From an optimization exercise on the open Yosys and OpenROAD flow, aimed at small area, a short achievable clock period and few clock cycles per item; shortcuts taken in it are not production practice.
RTL that was checked went through simulation tests only; none was proved equivalent to the original.

==> v3: inputs <==
## upsample_csc
module upsample_csc (
    input  logic        clk,
    input  logic        resetn,
    input  logic        start,
    output logic        done,
    input  logic [15:0] sram_read_data,
    output logic [15:0] sram_write_data,
    output logic [17:0] sram_address,
    output logic        sram_we_n
);
==> flow/config.mk <==
export PLATFORM = sky130hd
export DESIGN_NAME = upsample_csc
export DESIGN_NICKNAME = upsample_csc
export VERILOG_FILES = /design/flow/design.v
export SDC_FILE = /design/flow/constraint.sdc
export NUM_CORES = 4
export LEC_CHECK = 0
export ABC_AREA = 0
export CAP_MARGIN = 20
export CORE_MARGIN = 2
export CORE_UTILIZATION = 55
export CTS_CLUSTER_DIAMETER = 100
export CTS_CLUSTER_SIZE = 28
export PLACE_DENSITY = 0.7
export SLEW_MARGIN = 20
export SYNTH_HIERARCHICAL = 1
export SYNTH_MINIMUM_KEEP_SIZE = 0
==> flow/constraint.sdc <==
create_clock -name core_clock -period 11.0 [get_ports {clk}]
set_input_delay 2.2000 -clock core_clock [delete_from_list [all_inputs] [get_ports {clk}]]
set_output_delay 2.2000 -clock core_clock [all_outputs]
set_load 0.01 [all_outputs]
standard.sh (not shown) runs the stock make flow with config.mk's settings and CLKGATE_MAP_FILE= SYNTH_SCRIPT=/design/flow/synth_recipe.tcl, a recipe that flattens the netlist after the stock synthesis.
==> flow/flow/run.sh <==
#!/bin/bash
# Own layout flow: the standard synthesis unchanged, then the standard ORFS steps with
# stronger timing repair (a larger setup margin, all endpoints) and faster port buffers.
# Each step's full output goes to a log file in the work folder.
set -euo pipefail
bash standard.sh synth > synth.log 2>&1
bash standard.sh SETUP_SLACK_MARGIN=7.5 TNS_END_PERCENT=100 \
     BUFFER_PORTS_ARGS="-buffer_cell sky130_fd_sc_hd__buf_4" finish > layout.log 2>&1
==> v25: changes against v3 <==
--- a/flow/design.v
+++ b/flow/design.v
@@ -363,41 +363,24 @@
 logic [9:0] fvr;    
 always_ff @(posedge clk) fvr <= fq;
 logic [7:0] ylo1, ylo2, py, pu;
 logic [9:0] pw, pv;
 logic       sr;         
 always_ff @(posedge clk) begin
     ylo1 <= sram_read_data[7:0];
     ylo2 <= ylo1;
-    case (k)
-        3'd3: begin
-            py <= sram_read_data[15:8];
-            pw <= {2'b00, ch[47:40]};       
-            sr <= 1'b0;
-        end
-        3'd4: begin
-            pw <= {2'b00, ch[31:24]};       
-            sr <= 1'b1;
-            pu <= ch[39:32];                
-            pv <= {2'b00, ch[31:24]};       
-        end
-        3'd0: begin
-            py <= ylo2;
-            pw <= fq;                       
-            sr <= 1'b1;
-        end
-        3'd1: begin
-            pw <= {2'b00, fq[7:0]};         
-            sr <= 1'b0;
-            pu <= fq[7:0];
-            pv <= fvr;
-        end
-        default: ;
-    endcase
+    if (k == 3'd3) py <= sram_read_data[15:8];
+    if (k == 3'd0) py <= ylo2;
+    sr <= (k == 3'd4) || (k == 3'd0);
+    pw <= (k == 3'd3) ? {2'b00, ch[47:40]} :                   
+          (k == 3'd4) ? {2'b00, ch[31:24]} :                   
+                        {fq[9:8] & {2{k == 3'd0}}, fq[7:0]};   
+    pu <= (k == 3'd4) ? ch[39:32] : fq[7:0];                   
+    pv <= (k == 3'd4) ? {2'b00, ch[31:24]} : fvr;              
 end
 wire [34:0] mrb_d, mg_d;
 logic [34:0] mrb, mg;
   wire wn9 = ~pw[9];
   wire srn = ~sr;
   wire wr0 = pw[0] & sr;
   wire wr1 = pw[1] & sr;
   wire wr2 = pw[2] & sr;
==> flow/flow/run.sh (replaced) <==
#!/bin/bash
# Own layout flow: the standard synthesis unchanged, then the standard ORFS steps with
# stronger timing repair (a larger setup margin, all endpoints) and faster port buffers.
# Each step's full output goes to a log file in the work folder.
set -euo pipefail
bash standard.sh synth > synth.log 2>&1
bash standard.sh SETUP_SLACK_MARGIN=7.5 TNS_END_PERCENT=100 \
     BUFFER_PORTS_ARGS="-buffer_cell sky130_fd_sc_hd__buf_4" \
     CTS_ARGS="-sink_clustering_enable -repair_clock_nets -sink_clustering_size 28 -sink_clustering_max_diameter 100 -dont_use_dummy_load -distance_between_buffers 150" finish > layout.log 2>&1
==> run summary <==
Setup path:
- The register-to-register setup slack is 7.66 ns.

Synth:
- The commonest cells after synthesis are sky130_fd_sc_hd__fa_1, sky130_fd_sc_hd__dfxtp_1, sky130_fd_sc_hd__inv_1.
- When the netlist entered floorplanning its net count stood at 2266.

Outcome:
- The flow ran to the end and the layout has no timing, DRC or antenna violations.

STA:
- The post-route clock period utilization is 30.3%.
- The clock tree skew after final layout is 0.0340 ns.

GRT:
- The via count of the first global-routing pass is 13900.

Clocking:
- In this run the post-CTS setup repair buffer count came out at 3.

Route:
- For this block, wires on met1 add up to 21200 µm.
- The overall via count from detail_route is 13300.

Placed design:
- Counting tap cells, the placed design contains a total of 2393 instances.
- In this run the cell area measured after placement is 23200 µm².

Cells and area:
- The number of multi-input combinational cells in the layout is 1191.
- Leaving out fill and tap cells, the most frequent cell in the layout is sky130_fd_sc_hd__fa_1.
The numbers above come from v3.

==> run summary <==
Outcome:
- The run finished with no timing, DRC or antenna violations.

Placed design:
- Counting tap cells, the placed design contains a total of 2396 instances.
- Summing all placed instances gives a cell area of 22800 µm².

Cells and area:
- The clock tree buffer count of the final layout is 18.
- The number of multi-input combinational cells is 1211.
- The library cell used most frequently in the layout, excluding fill and tap cells, is sky130_fd_sc_hd__dfxtp_1.

STA:
- The post-route clock period utilization is 30.6%.
- Measured against its own limit, the worst slew margin works out to 33.8%.
- The clock tree skew after final layout is 0.0431 ns.

Synth:
- The number of nets in the synthesized netlist is 2280.
- In the synthesized netlist, the cells that appear most often are sky130_fd_sc_hd__dfxtp_1, sky130_fd_sc_hd__fa_1, sky130_fd_sc_hd__inv_1.

Setup path:
- The register-to-register setup slack is 7.64 ns.

Clocking:
- In this run the post-CTS setup repair buffer count came out at 4.

Route:
- The routed metal-1 wire length is 20900 µm.

GRT:
- The via count of the first global-routing pass is 13900.
The numbers above come from v25.

Testbench counts of v3, summed over its fixed seeds: cycles 960,180, pixels 384,000.
Testbench counts of v25, summed over its fixed seeds: cycles 960,180, pixels 384,000.

==> build 2: inputs <==
upsample_csc, a different RTL version from the one above (not shown whole).
export LEC_CHECK = 0
export ABC_AREA = 0
export CAP_MARGIN = 20
export CORE_MARGIN = 2
export CORE_UTILIZATION = 55
export CTS_CLUSTER_DIAMETER = 100
export CTS_CLUSTER_SIZE = 28
export PLACE_DENSITY = 0.7
export SLEW_MARGIN = 20
export SYNTH_HIERARCHICAL = 1
export SYNTH_MINIMUM_KEEP_SIZE = 0
create_clock -name core_clock -period 11.0 [get_ports {clk}]
==> flow/flow/run.sh <==
#!/bin/bash
# Own layout flow: the standard synthesis unchanged, then the standard ORFS steps with
# stronger timing repair (a larger setup margin, all endpoints) and faster port buffers.
# Each step's full output goes to a log file in the work folder.
set -euo pipefail
bash standard.sh synth > synth.log 2>&1
bash standard.sh SETUP_SLACK_MARGIN=7.8 TNS_END_PERCENT=100 \
     BUFFER_PORTS_ARGS="-buffer_cell sky130_fd_sc_hd__buf_4" finish > layout.log 2>&1
==> trial 63: changes against build 2 <==
--- a/flow/design.v
+++ b/flow/design.v
@@ -361,33 +361,39 @@
   wire f2_60 = f2_18 ^ f2_47;
   assign fq = {f2_60, f2_59, f2_58, f2_57, f2_56, f2_55, f2_54, f2_53, f2_52, f2_51};
 logic [9:0] fvr;    
 always_ff @(posedge clk) fvr <= fq;
 logic [7:0] ylo1, ylo2, py, pu;
 logic [9:0] pw, pv;
-logic       sr, srn_q;  
-logic [9:0] pwr;
-wire        sr_d = (k == 3'd4) || (k == 3'd0);
-wire  [9:0] pw_d = (k == 3'd3) ? {2'b00, ch[47:40]} :                   
-                   (k == 3'd4) ? {2'b00, ch[31:24]} :                   
-                                 {fq[9:8] & {2{k == 3'd0}}, fq[7:0]};   
+logic       sr;         
 always_ff @(posedge clk) begin
     ylo1 <= sram_read_data[7:0];
     ylo2 <= ylo1;
     if (k == 3'd3) py <= sram_read_data[15:8];
     if (k == 3'd0) py <= ylo2;
-    sr    <= sr_d;
-    srn_q <= ~sr_d;
-    pw    <= pw_d;
-    pwr   <= {~pw_d[9], pw_d[8:0]} & {10{sr_d}};               
+    sr <= (k == 3'd4) || (k == 3'd0);
+    pw <= (k == 3'd3) ? {2'b00, ch[47:40]} :                   
+          (k == 3'd4) ? {2'b00, ch[31:24]} :                   
+                        {fq[9:8] & {2{k == 3'd0}}, fq[7:0]};   
     pu <= (k == 3'd4) ? ch[39:32] : fq[7:0];                   
     pv <= (k == 3'd4) ? {2'b00, ch[31:24]} : fvr;              
 end
 wire [34:0] mrb_d, mg_d;
 logic [34:0] mrb, mg;
   wire wn9 = ~pw[9];
+  wire srn = ~sr;
+  wire wr0 = pw[0] & sr;
+  wire wr1 = pw[1] & sr;
+  wire wr2 = pw[2] & sr;
+  wire wr3 = pw[3] & sr;
+  wire wr4 = pw[4] & sr;
+  wire wr5 = pw[5] & sr;
+  wire wr6 = pw[6] & sr;
+  wire wr7 = pw[7] & sr;
+  wire wr8 = pw[8] & sr;
+  wire wr9 = wn9 & sr;
   wire rb1_0 = ~py[5] ^ ~pw[7];
   wire rb1_1 = ~py[5] & ~pw[7];
   wire rb1_2 = ~py[6] ^ ~pw[8];
   wire rb1_3 = ~py[6] & ~pw[8];
   wire rb1_4, rb1_5;
   csa_fa rb1_i4 (.a(~py[7]), .b(py[0]), .c(~wn9), .s(rb1_4), .co(rb1_5));
@@ -396,86 +402,86 @@
   wire rb1_8 = pw[3] ^ pw[0];
   wire rb1_9 = pw[3] & pw[0];
   wire rb1_10, rb1_11;
   csa_fa rb1_i10 (.a(py[2]), .b(py[0]), .c(~wn9), .s(rb1_10), .co(rb1_11));
   wire rb1_12, rb1_13;
   csa_fa rb1_i12 (.a(pw[6]), .b(pw[4]), .c(pw[1]), .s(rb1_12), .co(rb1_13));
-  wire rb1_14 = ~pwr[8] ^ pwr[1];
-  wire rb1_15 = ~pwr[8] & pwr[1];
+  wire rb1_14 = ~wr8 ^ wr1;
+  wire rb1_15 = ~wr8 & wr1;
   wire rb1_16, rb1_17;
   csa_fa rb1_i16 (.a(py[3]), .b(py[1]), .c(pw[7]), .s(rb1_16), .co(rb1_17));
   wire rb1_18, rb1_19;
-  csa_fa rb1_i18 (.a(pw[5]), .b(pw[2]), .c(~pwr[9]), .s(rb1_18), .co(rb1_19));
+  csa_fa rb1_i18 (.a(pw[5]), .b(pw[2]), .c(~wr9), .s(rb1_18), .co(rb1_19));
   wire rb1_20, rb1_21;
-  csa_fa rb1_i20 (.a(pwr[2]), .b(pwr[0]), .c(sr), .s(rb1_20), .co(rb1_21));
+  csa_fa rb1_i20 (.a(wr2), .b(wr0), .c(sr), .s(rb1_20), .co(rb1_21));
   wire rb1_22, rb1_23;
   csa_fa rb1_i22 (.a(py[4]), .b(py[2]), .c(py[0]), .s(rb1_22), .co(rb1_23));
   wire rb1_24, rb1_25;
   csa_fa rb1_i24 (.a(pw[8]), .b(pw[6]), .c(pw[3]), .s(rb1_24), .co(rb1_25));
-  wire rb1_26 = ~(pwr[3] ^ pwr[1]);
-  wire rb1_27 = pwr[3] | pwr[1];
+  wire rb1_26 = ~(wr3 ^ wr1);
+  wire rb1_27 = wr3 | wr1;
   wire rb1_28, rb1_29;
   csa_fa rb1_i28 (.a(py[5]), .b(py[3]), .c(py[1]), .s(rb1_28), .co(rb1_29));
   wire rb1_30, rb1_31;
   csa_fa rb1_i30 (.a(wn9), .b(pw[7]), .c(pw[4]), .s(rb1_30), .co(rb1_31));
-  wire rb1_32 = pwr[4] ^ pwr[2];
-  wire rb1_33 = pwr[4] & pwr[2];
+  wire rb1_32 = wr4 ^ wr2;
+  wire rb1_33 = wr4 & wr2;
   wire rb1_34, rb1_35;
   csa_fa rb1_i34 (.a(py[6]), .b(py[4]), .c(py[2]), .s(rb1_34), .co(rb1_35));
   wire rb1_36, rb1_37;
-  csa_fa rb1_i36 (.a(pw[8]), .b(pw[5]), .c(pwr[5]), .s(rb1_36), .co(rb1_37));
-  wire rb1_38 = pwr[3] ^ ~pwr[0];
-  wire rb1_39 = pwr[3] & ~pwr[0];
+  csa_fa rb1_i36 (.a(pw[8]), .b(pw[5]), .c(wr5), .s(rb1_36), .co(rb1_37));
+  wire rb1_38 = wr3 ^ ~wr0;
+  wire rb1_39 = wr3 & ~wr0;
   wire rb1_40, rb1_41;
   csa_fa rb1_i40 (.a(py[7]), .b(py[5]), .c(py[3]), .s(rb1_40), .co(rb1_41));
   wire rb1_42, rb1_43;
   csa_fa rb1_i42 (.a(py[0]), .b(wn9), .c(pw[6]), .s(rb1_42), .co(rb1_43));
   wire rb1_44, rb1_45;
-  csa_fa rb1_i44 (.a(pwr[6]), .b(pwr[4]), .c(~pwr[1]), .s(rb1_44), .co(rb1_45));
+  csa_fa rb1_i44 (.a(wr6), .b(wr4), .c(~wr1), .s(rb1_44), .co(rb1_45));
   wire rb1_46, rb1_47;
   csa_fa rb1_i46 (.a(py[6]), .b(py[4]), .c(py[1]), .s(rb1_46), .co(rb1_47));
   wire rb1_48, rb1_49;
-  csa_fa rb1_i48 (.a(pw[7]), .b(pw[0]), .c(pwr[7]), .s(rb1_48), .co(rb1_49));
+  csa_fa rb1_i48 (.a(pw[7]), .b(pw[0]), .c(wr7), .s(rb1_48), .co(rb1_49));
   wire rb1_50, rb1_51;
-  csa_fa rb1_i50 (.a(pwr[5]), .b(~pwr[2]), .c(srn_q), .s(rb1_50), .co(rb1_51));
+  csa_fa rb1_i50 (.a(wr5), .b(~wr2), .c(srn), .s(rb1_50), .co(rb1_51));
   wire rb1_52, rb1_53;
   csa_fa rb1_i52 (.a(py[7]), .b(py[5]), .c(py[2]), .s(rb1_52), .co(rb1_53));
   wire rb1_54, rb1_55;
-  csa_fa rb1_i54 (.a(pw[8]), .b(pw[1]), .c(pwr[8]), .s(rb1_54), .co(rb1_55));
-  wire rb1_56 = pwr[6] ^ ~pwr[3];
-  wire rb1_57 = pwr[6] & ~pwr[3];
+  csa_fa rb1_i54 (.a(pw[8]), .b(pw[1]), .c(wr8), .s(rb1_54), .co(rb1_55));
+  wire rb1_56 = wr6 ^ ~wr3;
+  wire rb1_57 = wr6 & ~wr3;
   wire rb1_58, rb1_59;
   csa_fa rb1_i58 (.a(py[6]), .b(py[3]), .c(wn9), .s(rb1_58), .co(rb1_59));
   wire rb1_60, rb1_61;
-  csa_fa rb1_i60 (.a(pw[2]), .b(pwr[9]), .c(pwr[7]), .s(rb1_60), .co(rb1_61));
+  csa_fa rb1_i60 (.a(pw[2]), .b(wr9), .c(wr7), .s(rb1_60), .co(rb1_61));
   wire rb1_62, rb1_63;
   csa_fa rb1_i62 (.a(py[7]), .b(py[4]), .c(pw[3]), .s(rb1_62), .co(rb1_63));
   wire rb1_64 = ~py[2] ^ ~pw[4];
   wire rb1_65 = ~py[2] & ~pw[4];
   wire rb1_66, rb1_67;
   csa_fa rb1_i66 (.a(~py[3]), .b(~pw[5]), .c(~pw[3]), .s(rb1_66), .co(rb1_67));
   wire rb1_68, rb1_69;
   csa_fa rb1_i68 (.a(~py[4]), .b(~pw[6]), .c(~pw[4]), .s(rb1_68), .co(rb1_69));
-  wire rb1_70 = pw[1] ^ ~pwr[3];
-  wire rb1_71 = pw[1] & ~pwr[3];
+  wire rb1_70 = pw[1] ^ ~wr3;
+  wire rb1_71 = pw[1] & ~wr3;
   wire rb1_72, rb1_73;
   csa_fa rb1_i72 (.a(rb1_0), .b(~pw[5]), .c(pw[2]), .s(rb1_72), .co(rb1_73));
-  wire rb1_74 = ~(pw[0] ^ ~pwr[4]);
-  wire rb1_75 = pw[0] | ~pwr[4];
+  wire rb1_74 = ~(pw[0] ^ ~wr4);
+  wire rb1_75 = pw[0] | ~wr4;
   wire rb1_76, rb1_77;
   csa_fa rb1_i76 (.a(rb1_2), .b(~pw[6]), .c(pw[3]), .s(rb1_76), .co(rb1_77));
   wire rb1_78, rb1_79;
-  csa_fa rb1_i78 (.a(pw[1]), .b(~pwr[5]), .c(rb1_1), .s(rb1_78), .co(rb1_79));
+  csa_fa rb1_i78 (.a(pw[1]), .b(~wr5), .c(rb1_1), .s(rb1_78), .co(rb1_79));
   wire rb1_80, rb1_81;
   csa_fa rb1_i80 (.a(rb1_4), .b(~pw[7]), .c(pw[4]), .s(rb1_80), .co(rb1_81));
   wire rb1_82, rb1_83;
-  csa_fa rb1_i82 (.a(pw[2]), .b(~pwr[6]), .c(rb1_3), .s(rb1_82), .co(rb1_83));
+  csa_fa rb1_i82 (.a(pw[2]), .b(~wr6), .c(rb1_3), .s(rb1_82), .co(rb1_83));
   wire rb1_84, rb1_85;
-  csa_fa rb1_i84 (.a(rb1_6), .b(rb1_8), .c(~pwr[7]), .s(rb1_84), .co(rb1_85));
+  csa_fa rb1_i84 (.a(rb1_6), .b(rb1_8), .c(~wr7), .s(rb1_84), .co(rb1_85));
   wire rb1_86, rb1_87;
-  csa_fa rb1_i86 (.a(pwr[0]), .b(srn_q), .c(rb1_5), .s(rb1_86), .co(rb1_87));
+  csa_fa rb1_i86 (.a(wr0), .b(srn), .c(rb1_5), .s(rb1_86), .co(rb1_87));
   wire rb1_88, rb1_89;
   csa_fa rb1_i88 (.a(rb1_10), .b(rb1_12), .c(rb1_14), .s(rb1_88), .co(rb1_89));
   wire rb1_90, rb1_91;
   csa_fa rb1_i90 (.a(sr), .b(rb1_7), .c(rb1_9), .s(rb1_90), .co(rb1_91));
   wire rb1_92, rb1_93;
   csa_fa rb1_i92 (.a(rb1_16), .b(rb1_18), .c(rb1_20), .s(rb1_92), .co(rb1_93));
@@ -503,33 +509,33 @@
   csa_fa rb1_i114 (.a(rb1_41), .b(rb1_43), .c(rb1_45), .s(rb1_114), .co(rb1_115));
   wire rb1_116, rb1_117;
   csa_fa rb1_i116 (.a(rb1_52), .b(rb1_54), .c(rb1_56), .s(rb1_116), .co(rb1_117));
   wire rb1_118, rb1_119;
   csa_fa rb1_i118 (.a(rb1_47), .b(rb1_49), .c(rb1_51), .s(rb1_118), .co(rb1_119));
   wire rb1_120, rb1_121;
-  csa_fa rb1_i120 (.a(rb1_58), .b(rb1_60), .c(~pwr[4]), .s(rb1_120), .co(rb1_121));
+  csa_fa rb1_i120 (.a(rb1_58), .b(rb1_60), .c(~wr4), .s(rb1_120), .co(rb1_121));
   wire rb1_122, rb1_123;
   csa_fa rb1_i122 (.a(rb1_53), .b(rb1_55), .c(rb1_57), .s(rb1_122), .co(rb1_123));
   wire rb1_124, rb1_125;
-  csa_fa rb1_i124 (.a(rb1_62), .b(pwr[8]), .c(~pwr[5]), .s(rb1_124), .co(rb1_125));
+  csa_fa rb1_i124 (.a(rb1_62), .b(wr8), .c(~wr5), .s(rb1_124), .co(rb1_125));
   wire rb1_126, rb1_127;
   csa_fa rb1_i126 (.a(sr), .b(rb1_59), .c(rb1_61), .s(rb1_126), .co(rb1_127));
   wire rb1_128, rb1_129;
-  csa_fa rb1_i128 (.a(py[5]), .b(pw[4]), .c(pwr[9]), .s(rb1_128), .co(rb1_129));
-  wire rb1_130 = ~(~pwr[6] ^ rb1_63);
-  wire rb1_131 = ~pwr[6] | rb1_63;
+  csa_fa rb1_i128 (.a(py[5]), .b(pw[4]), .c(wr9), .s(rb1_128), .co(rb1_129));
+  wire rb1_130 = ~(~wr6 ^ rb1_63);
+  wire rb1_131 = ~wr6 | rb1_63;
   wire rb1_132, rb1_133;
-  csa_fa rb1_i132 (.a(py[6]), .b(pw[5]), .c(~pwr[7]), .s(rb1_132), .co(rb1_133));
+  csa_fa rb1_i132 (.a(py[6]), .b(pw[5]), .c(~wr7), .s(rb1_132), .co(rb1_133));
   wire rb1_134 = py[7] ^ pw[6];
   wire rb1_135 = py[7] & pw[6];
   wire rb1_136 = ~py[1] ^ ~pw[3];
   wire rb1_137 = ~py[1] & ~pw[3];
   wire rb1_138, rb1_139;
-  csa_fa rb1_i138 (.a(rb1_64), .b(~pw[2]), .c(~pwr[1]), .s(rb1_138), .co(rb1_139));
+  csa_fa rb1_i138 (.a(rb1_64), .b(~pw[2]), .c(~wr1), .s(rb1_138), .co(rb1_139));
   wire rb1_140, rb1_141;
-  csa_fa rb1_i140 (.a(rb1_66), .b(pw[0]), .c(~pwr[2]), .s(rb1_140), .co(rb1_141));
+  csa_fa rb1_i140 (.a(rb1_66), .b(pw[0]), .c(~wr2), .s(rb1_140), .co(rb1_141));
   wire rb1_142 = ~(rb1_68 ^ rb1_70);
   wire rb1_143 = rb1_68 | rb1_70;
   wire rb1_144, rb1_145;
   csa_fa rb1_i144 (.a(rb1_72), .b(rb1_74), .c(rb1_69), .s(rb1_144), .co(rb1_145));
   wire rb1_146, rb1_147;
   csa_fa rb1_i146 (.a(rb1_76), .b(rb1_78), .c(rb1_73), .s(rb1_146), .co(rb1_147));
@@ -558,20 +564,20 @@
   wire rb1_170, rb1_171;
   csa_fa rb1_i170 (.a(rb1_124), .b(rb1_126), .c(rb1_121), .s(rb1_170), .co(rb1_171));
   wire rb1_172, rb1_173;
   csa_fa rb1_i172 (.a(rb1_128), .b(rb1_130), .c(rb1_125), .s(rb1_172), .co(rb1_173));
   wire rb1_174 = ~(rb1_132 ^ rb1_129);
   wire rb1_175 = rb1_132 | rb1_129;
-  wire rb1_176 = ~(rb1_134 ^ ~pwr[8]);
-  wire rb1_177 = rb1_134 | ~pwr[8];
+  wire rb1_176 = ~(rb1_134 ^ ~wr8);
+  wire rb1_177 = rb1_134 | ~wr8;
   wire rb1_178, rb1_179;
-  csa_fa rb1_i178 (.a(pw[7]), .b(~pwr[9]), .c(sr), .s(rb1_178), .co(rb1_179));
+  csa_fa rb1_i178 (.a(pw[7]), .b(~wr9), .c(sr), .s(rb1_178), .co(rb1_179));
   wire rb1_180 = ~py[0] ^ ~pw[2];
   wire rb1_181 = ~py[0] & ~pw[2];
   wire rb1_182, rb1_183;
-  csa_fa rb1_i182 (.a(rb1_136), .b(~pw[1]), .c(~pwr[0]), .s(rb1_182), .co(rb1_183));
+  csa_fa rb1_i182 (.a(rb1_136), .b(~pw[1]), .c(~wr0), .s(rb1_182), .co(rb1_183));
   wire rb1_184 = ~(rb1_138 ^ rb1_137);
   wire rb1_185 = rb1_138 | rb1_137;
   wire rb1_186, rb1_187;
   csa_fa rb1_i186 (.a(rb1_140), .b(rb1_65), .c(rb1_139), .s(rb1_186), .co(rb1_187));
   wire rb1_188, rb1_189;
   csa_fa rb1_i188 (.a(rb1_142), .b(rb1_67), .c(rb1_141), .s(rb1_188), .co(rb1_189));
==> flow/flow/run.sh (replaced) <==
#!/bin/bash
# Own layout flow: the standard synthesis unchanged, then the standard ORFS steps with
# stronger timing repair (a larger setup margin, all endpoints) and faster port buffers.
# Each step's full output goes to a log file in the work folder.
set -euo pipefail
bash standard.sh synth > synth.log 2>&1
bash standard.sh SETUP_SLACK_MARGIN=7.5 TNS_END_PERCENT=100 \
     BUFFER_PORTS_ARGS="-buffer_cell sky130_fd_sc_hd__buf_4" finish > layout.log 2>&1
Settings changed: ABC_AREA 0 to 1.
==> trial 7: changes against build 2 <==
==> flow/flow/run.sh (replaced) <==
#!/bin/bash
# Own layout flow: the standard synthesis unchanged, then the standard ORFS steps with
# stronger timing repair (a larger setup margin, all endpoints) and faster port buffers.
# Each step's full output goes to a log file in the work folder.
set -euo pipefail
bash standard.sh synth > synth.log 2>&1
bash standard.sh SETUP_SLACK_MARGIN=7.5 TNS_END_PERCENT=100 \
     BUFFER_PORTS_ARGS="-buffer_cell sky130_fd_sc_hd__buf_4" finish > layout.log 2>&1
==> run summary <==
- Cell area, highest first: build 2, trial 7, trial 63.
- In trial 63 the hold slack is higher than in trial 7, by 0.00054 ns.
- The lowest wire length belongs to trial 63, the highest to trial 7.
- Between trial 7 and trial 63, the lower first-iteration DRC count is in trial 7 (gap 21%, measured against trial 63).
Testbench counts of trial 63, summed over its fixed seeds: cycles 960,180, pixels 384,000.
Function not checked in build 2 and trial 7: the RTL went through the layout flow alone.

[static timing again, ports no longer ideal]
How much do the figures lean on ideal ports? The routed layouts below were timed once more, with nothing changed but the port constraints. Step 1: set_driving_cell puts a clkbuf_16 on clk and a buf_2 on each other input, an assumption about the parent block. Step 2 moves the port delays by t, midway between the first and last clock arrival at a register: inputs arrive t later, outputs are due t later. That takes back most of the time a late clock gives input paths. Three values: ideal, step 1, step 2; two values: the first two.
run | t, ns | setup WS [ns] | worst setup path at the end | worst register clock-pin slew, ns | worst data-port slew with drivers (ns)
v3 | 0.599 | 7.663 / 7.616 / 7.490 | input to register | 0.12 / 0.12 | 0.05
v25 | 0.585 | 7.636 / 7.593 / 7.636 | register to register | 0.11 / 0.11 | 0.04
build 2 | 0.585 | 7.687 / 7.632 / 7.691 | input to register | 0.11 / 0.11 | 0.03
trial 63 | 0.589 | 7.516 / 7.516 / 7.516 | register to register | 0.12 / 0.12 | 0.03
trial 7 | 0.607 | 7.655 / 7.600 / 7.672 | register to register | 0.12 / 0.12 | 0.04
After both steps every run listed still meets setup and hold. The setup slack of v3, which loses most, moves by -0.047 ns with the drivers and by -0.173 ns with both steps.
